Context: an optimization exercise on an open-source flow, tuned for small area and a short achievable clock period. The choices shown serve that exercise and are no tape-out recipe. RTL that was checked went through simulation tests only; none was proved equivalent to the original. Power is estimated from default activity; no workload was simulated.

Setup of job 298:
==> flow/design.v (excerpt) <==
module iir_filter_threefold(clk,rst,x,y);
input clk;
input rst;
input [19:0] x;
output reg [19:0] y;
reg rr;
reg pa, pb, pc;
reg [19:0] ob;           
reg [19:1] v;            
reg [17:0] h2, h3n, h4;  
reg [16:0] h5n;          
wire [18:0] ap = v;
wire [18:0] bp = ob[19:1];
wire [18:0] p0 = ap ^ bp;
wire [18:0] g0 = ap & bp;
wire gg1 = g0[1] | (p0[1] & g0[0]);
wire gg2 = g0[3] | (p0[3] & g0[2]);
wire pp2 = p0[3] & p0[2];
wire gg3 = g0[5] | (p0[5] & g0[4]);
wire pp3 = p0[5] & p0[4];
wire gg4 = g0[7] | (p0[7] & g0[6]);
wire pp4 = p0[7] & p0[6];
wire gg5 = g0[9] | (p0[9] & g0[8]);
wire pp5 = p0[9] & p0[8];
wire gg6 = g0[11] | (p0[11] & g0[10]);
wire pp6 = p0[11] & p0[10];
wire gg7 = g0[13] | (p0[13] & g0[12]);
wire pp7 = p0[13] & p0[12];
wire gg8 = g0[15] | (p0[15] & g0[14]);
wire pp8 = p0[15] & p0[14];
wire gg9 = g0[17] | (p0[17] & g0[16]);
wire pp9 = p0[17] & p0[16];
wire gg10 = g0[2] | (p0[2] & gg1);
wire gg11 = gg2 | (pp2 & gg1);
wire gg12 = g0[6] | (p0[6] & gg3);
wire pp12 = p0[6] & pp3;
wire gg13 = gg4 | (pp4 & gg3);
wire pp13 = pp4 & pp3;
wire gg14 = g0[10] | (p0[10] & gg5);
wire pp14 = p0[10] & pp5;
wire gg15 = gg6 | (pp6 & gg5);
wire pp15 = pp6 & pp5;
wire gg16 = g0[14] | (p0[14] & gg7);
wire pp16 = p0[14] & pp7;
wire gg17 = gg8 | (pp8 & gg7);
wire pp17 = pp8 & pp7;
wire gg18 = g0[18] | (p0[18] & gg9);
wire pp18 = p0[18] & pp9;
wire gg19 = g0[4] | (p0[4] & gg11);
wire gg20 = gg3 | (pp3 & gg11);
wire gg21 = gg12 | (pp12 & gg11);
wire gg22 = gg13 | (pp13 & gg11);
wire gg23 = g0[12] | (p0[12] & gg15);
wire pp23 = p0[12] & pp15;
wire gg24 = gg7 | (pp7 & gg15);
wire pp24 = pp7 & pp15;
wire gg25 = gg16 | (pp16 & gg15);
wire pp25 = pp16 & pp15;
wire gg26 = gg17 | (pp17 & gg15);
wire pp26 = pp17 & pp15;
wire gg27 = g0[8] | (p0[8] & gg22);
wire gg28 = gg5 | (pp5 & gg22);
wire gg29 = gg14 | (pp14 & gg22);
wire gg30 = gg15 | (pp15 & gg22);
wire gg31 = gg23 | (pp23 & gg22);
wire gg32 = gg24 | (pp24 & gg22);
wire gg33 = gg25 | (pp25 & gg22);
wire gg34 = gg26 | (pp26 & gg22);
wire gg35 = g0[16] | (p0[16] & gg34);
wire gg36 = gg9 | (pp9 & gg34);
wire gg37 = gg18 | (pp18 & gg34);
wire [18:0] cg = {gg37, gg36, gg35, gg34, gg33, gg32, gg31, gg30, gg29, gg28, gg27, gg22, gg21, gg20, gg19, gg11, gg10, gg1, g0[0]};
wire [19:0] sum = {p0 ^ {cg[17:0], 1'b0}, ob[0]};
always @(posedge clk) begin
  rr <= rst;
  if (rst)
    y <= 20'd0;
  ...
Size: ~600 cells after synthesis, roughly 0.0051 sq mm of cells after synthesis.
export LEC_CHECK = 0
export ABC_AREA = 1
export CAP_MARGIN = 20
export CORE_MARGIN = 2
export CORE_UTILIZATION = 55
export SETUP_SLACK_MARGIN = 3.9
export SLEW_MARGIN = 20
create_clock -name core_clock -period 6.0 [get_ports {clk}]
standard.sh (not shown) runs the stock make flow with config.mk's settings and CLKGATE_MAP_FILE= SYNTH_SCRIPT=/design/flow/synth_recipe.tcl, a recipe that flattens the netlist after the stock synthesis.
==> flow/flow/run.sh <==
#!/bin/bash
# Own layout flow: the standard ORFS flow (standard synthesis unchanged), with
#  - plain buf_1 port buffers (resized later as timing needs),
#  - resizing not tied to cell footprints,
#  - a clock tree of clkbuf_8 leaf buffers under a clkbuf_16 root, without dummy loads.
set -euo pipefail
bash standard.sh \
  "BUFFER_PORTS_ARGS=-buffer_cell sky130_fd_sc_hd__buf_1" \
  "MATCH_CELL_FOOTPRINT=0" \
  "CTS_ARGS=-sink_clustering_enable -repair_clock_nets -dont_use_dummy_load -buf_list sky130_fd_sc_hd__clkbuf_8 -root_buf sky130_fd_sc_hd__clkbuf_16" \
  finish > flow_make.log 2>&1
Job 298 was carried through to the last stage, and its layout satisfied the timing, DRC and antenna checks.
Relative to job 298, the following input files were edited for job 4178:
Settings: a change of CORE_UTILIZATION from 55 to 50.
Findings:
Lower power among job 298 and job 4178: job 298. Compared with job 298, job 4178 shows a higher met2 wire length. Between job 298 and job 4178, the number of sequential storage elements does not differ in any meaningful way. On clock power, job 298 beats job 4178. Cells: job 4178 has more instances than job 298. The delay contributed by the slowest stage of the critical path of job 4178 and that of job 298 are within noise of each other. Of job 298 and job 4178, the run reporting the lower part of the power in registers was job 4178. From job 298 to job 4178 the numbers moved as follows: number of filler cells placed in the layout now sits higher; global-route usage dropped 2.3 points; total routed wirelength higher.
--- input diff job 4178..job 5403 ---
Settings: a change of CORE_UTILIZATION from 50 to 40; a change of SETUP_SLACK_MARGIN from 3.9 to 3.8.
--- outcome ---
Compared with job 4178, in job 5403 hold slack has decreased; sequential share of layout area +0.49 points; final design instance area without fill lower.
In terms of clock group share of total power, job 4178 and job 5403 differ only marginally.

========
== P ==
iir_filter_threefold, a different RTL version from the one above (not shown whole).
For scale: roughly 130 flip-flops.
Settings: LEC_CHECK=0, ABC_AREA=1, CAP_MARGIN=20, CORE_MARGIN=2, CORE_UTILIZATION=40, SETUP_SLACK_MARGIN=3.9, SLEW_MARGIN=20; clock period 6.0 ns.
==> flow/flow/run.sh <==
#!/bin/bash
# Own layout flow: the standard ORFS flow (standard synthesis unchanged),
# with plain buf_1 port buffers and resizing not tied to cell footprints.
set -euo pipefail
bash standard.sh \
  "BUFFER_PORTS_ARGS=-buffer_cell sky130_fd_sc_hd__buf_1" \
  "MATCH_CELL_FOOTPRINT=0" \
  finish > flow_make.log 2>&1
For Q, these inputs were changed with respect to P:
==> flow/flow/run.sh <==
#!/bin/bash
# Own layout flow: the standard ORFS flow (standard synthesis unchanged), with
#  - plain buf_1 port buffers (resized later as timing needs),
#  - resizing not tied to cell footprints,
#  - a clock tree of clkbuf_4 leaf buffers under a clkbuf_16 root, without dummy loads.
set -euo pipefail
bash standard.sh \
  "BUFFER_PORTS_ARGS=-buffer_cell sky130_fd_sc_hd__buf_1" \
  "MATCH_CELL_FOOTPRINT=0" \
  "CTS_ARGS=-sink_clustering_enable -repair_clock_nets -dont_use_dummy_load -buf_list sky130_fd_sc_hd__clkbuf_4 -root_buf sky130_fd_sc_hd__clkbuf_16" \
  finish > flow_make.log 2>&1
- Route | Q vs P | wire shorter in Q
- Max total via count after detailed routing across P and Q: P
- Diff P..Q | final critical-path share of the clock period | negligible
Edits applied to the flow inputs when going from Q to R:
--- a/flow/config.mk
+++ b/flow/config.mk
@@ -10,4 +10,4 @@
 export CORE_MARGIN = 2
 export CORE_UTILIZATION = 40
-export SETUP_SLACK_MARGIN = 3.9
+export SETUP_SLACK_MARGIN = 4.0
 export SLEW_MARGIN = 20
==> notes.md <==
- Q: full flow OK, the timing, DRC and antenna checks passed
- R: no failed stages, no open violations at the end
- Any difference in smallest hold slack between R and Q is small enough to ignore.
- In the final reports, the cell area of R is larger than that of Q.
- Between R and Q, the highest cell delay on the worst timing path does not differ in any meaningful way.
- Final worst clock skew: Q vs R, no meaningful difference
- More vias were needed by R than by Q.
- Global-route usage (higher): R
- Run comparison: R cell at the slowest stage of the critical path dfxtp_4; Q cell at the slowest stage of the critical path dfxtp_2
- R — total power after layout 8.4 uW higher, Q as reference
- Post-route met1 wirelength: lower on Q
- R vs Q — sequential share of cell area dropped 1.2 points.
- R vs. Q: register-to-register slack rose by 0.02 ns, setup slack rose by 0.026 ns.
No run of this note included a check of the RTL's function; only the layout flow was run.

========
v6:
Another version of the RTL of iir_filter_threefold (not shown whole).
Size in the first run: ~130 flip-flops, roughly 42 I/O pins, roughly 0.0058 sq mm of cells after synthesis.
==> flow/design.v (excerpt) <==
module iir_filter_threefold(clk,rst,x,y);
input clk;
input rst;
input [19:0] x;
output reg [19:0] y;
reg pa, pb, pc;
reg [19:0] ob;           
reg [19:1] v;            
reg [17:0] h2, h3, h4;   
reg [16:0] h5;           
wire [19:0] sum = {v, 1'b0} + ob;
always @(posedge clk) begin
  if (rst) begin
    pa <= 1'b0; pb <= 1'b0; pc <= 1'b0;
    ob <= 20'd0;
    v  <= 19'd0;
    y  <= 20'd0;
    h2 <= 18'd0; h3 <= 18'd0; h4 <= 18'd0;
    h5 <= 17'd0;
  end else begin
    pa <= pc | ~(pa | pb | pc);
    pb <= pa;
    pc <= pb;
    ob <= ({20{pc}} & {h3, 2'b00})
        | ({20{pa}} & {y[18:0], 1'b0})
        | ({20{pb}} & x);
    if (pc) begin
      y  <= sum;
      h2 <= y[17:0];
      h3 <= h2;
      h4 <= h3;
      h5 <= h4[16:0];
      v  <= {h5, 2'b00};
    end else begin
      v  <= sum[19:1];
    end
  end
end
endmodule
==> flow/config.mk <==
export PLATFORM = sky130hd
export DESIGN_NAME = iir_filter_threefold
export DESIGN_NICKNAME = iir_filter_threefold
export VERILOG_FILES = /design/flow/design.v
export SDC_FILE = /design/flow/constraint.sdc
export NUM_CORES = 4
export LEC_CHECK = 0
export CAP_MARGIN = 20
export CORE_MARGIN = 2
export CORE_UTILIZATION = 40
export SETUP_SLACK_MARGIN = 3.7
export SLEW_MARGIN = 20
==> flow/constraint.sdc <==
create_clock -name core_clock -period 6.0 [get_ports {clk}]
set_input_delay 1.2000 -clock core_clock [delete_from_list [all_inputs] [get_ports {clk}]]
set_output_delay 1.2000 -clock core_clock [all_outputs]
set_load 0.01 [all_outputs]
==> flow/flow/run.sh <==
#!/bin/bash
# Own layout flow: the standard ORFS flow (standard synthesis unchanged),
# with plain buf_1 port buffers and resizing not tied to cell footprints.
set -euo pipefail
bash standard.sh \
  "BUFFER_PORTS_ARGS=-buffer_cell sky130_fd_sc_hd__buf_1" \
  "MATCH_CELL_FOOTPRINT=0" \
  finish > flow_make.log 2>&1
v6 did not stop at any stage, and its layout met the timing, DRC and antenna checks.
Changes in v7 relative to v6:
==> flow/run.sh (new file) <==
#!/bin/bash
# synth_recipe.tcl (not shown) runs the flow's synth.tcl, then flattens the netlist and writes it again
# the make line also repeats each setting of config.mk as NAME=value (left out here)
make -C /OpenROAD-flow-scripts/flow DESIGN_CONFIG=/design/flow/config.mk WORK_HOME=/design/flow/orfs CLKGATE_MAP_FILE= SYNTH_SCRIPT=/design/flow/synth_recipe.tcl finish
removed: flow/flow/run.sh
removed: flow/standard.sh
Findings:
Compared to v6, the router laid down more metal wire for v7.
Summary of the comparison: fraction of final layout cells with drive strength greater than 1 is higher in v7, relative to v6.
Cmp v7 and v6 / worst-case setup margin in the final layout / higher: v7
Final period demand of the worst path, v7 and v6, lower one = v7.
Post-route cell area: v7 > v6
| hold slack | lower: v7 |
Of v7 and v6, v7 shows the higher layout-stage area growth over the synthesis result, with v6 below it.
Taking v6 as the reference, in v7 number of design rule violations left after detail routing was more or less identical, routing usage on met1 went up by 0.97 points.

==> separate check: timing with driven ports <==
In the flow no input, the clock included, has a driving cell. The finished layouts below were timed again as built, in two steps. Step 1, drivers: a clkbuf_16 drives clk and a buf_2 each remaining input, both assumed. Step 2 adds t to the input delays and takes it off the output delays; t is the mean of the earliest and latest rising clock arrival at the registers after step 1. Input paths then give back, and output paths get back, about the clock's delay inside the block. a / b / c = ideal ports / drivers / drivers and shift; a / b = the first two.
| run | t (ns) | setup WS [ns] | worst data-port slew with drivers (ns) |
|---|---|---|---|
| job 298 | 0.384 | 3.920 / 3.903 / 3.797 | 0.03 |
| job 4178 | 0.384 | 3.888 / 3.888 / 3.799 | 0.03 |
| job 5403 | 0.383 | 3.874 / 3.838 / 3.776 | 0.04 |
| P | 0.439 | 3.930 / 3.890 / 3.947 | 0.04 |
| Q | 0.373 | 3.935 / 3.898 / 3.965 | 0.04 |
| R | 0.374 | 3.961 / 3.923 / 3.980 | 0.04 |
| v6 | 0.452 | 3.643 / 3.643 / 3.353 | 0.07 |
| v7 | 0.452 | 3.651 / 3.651 / 3.264 | 0.05 |
After both steps every run listed still meets setup and hold. For v7, which loses most, drivers alone change the setup slack by 0.000 ns; drivers and shift together by -0.387 ns.
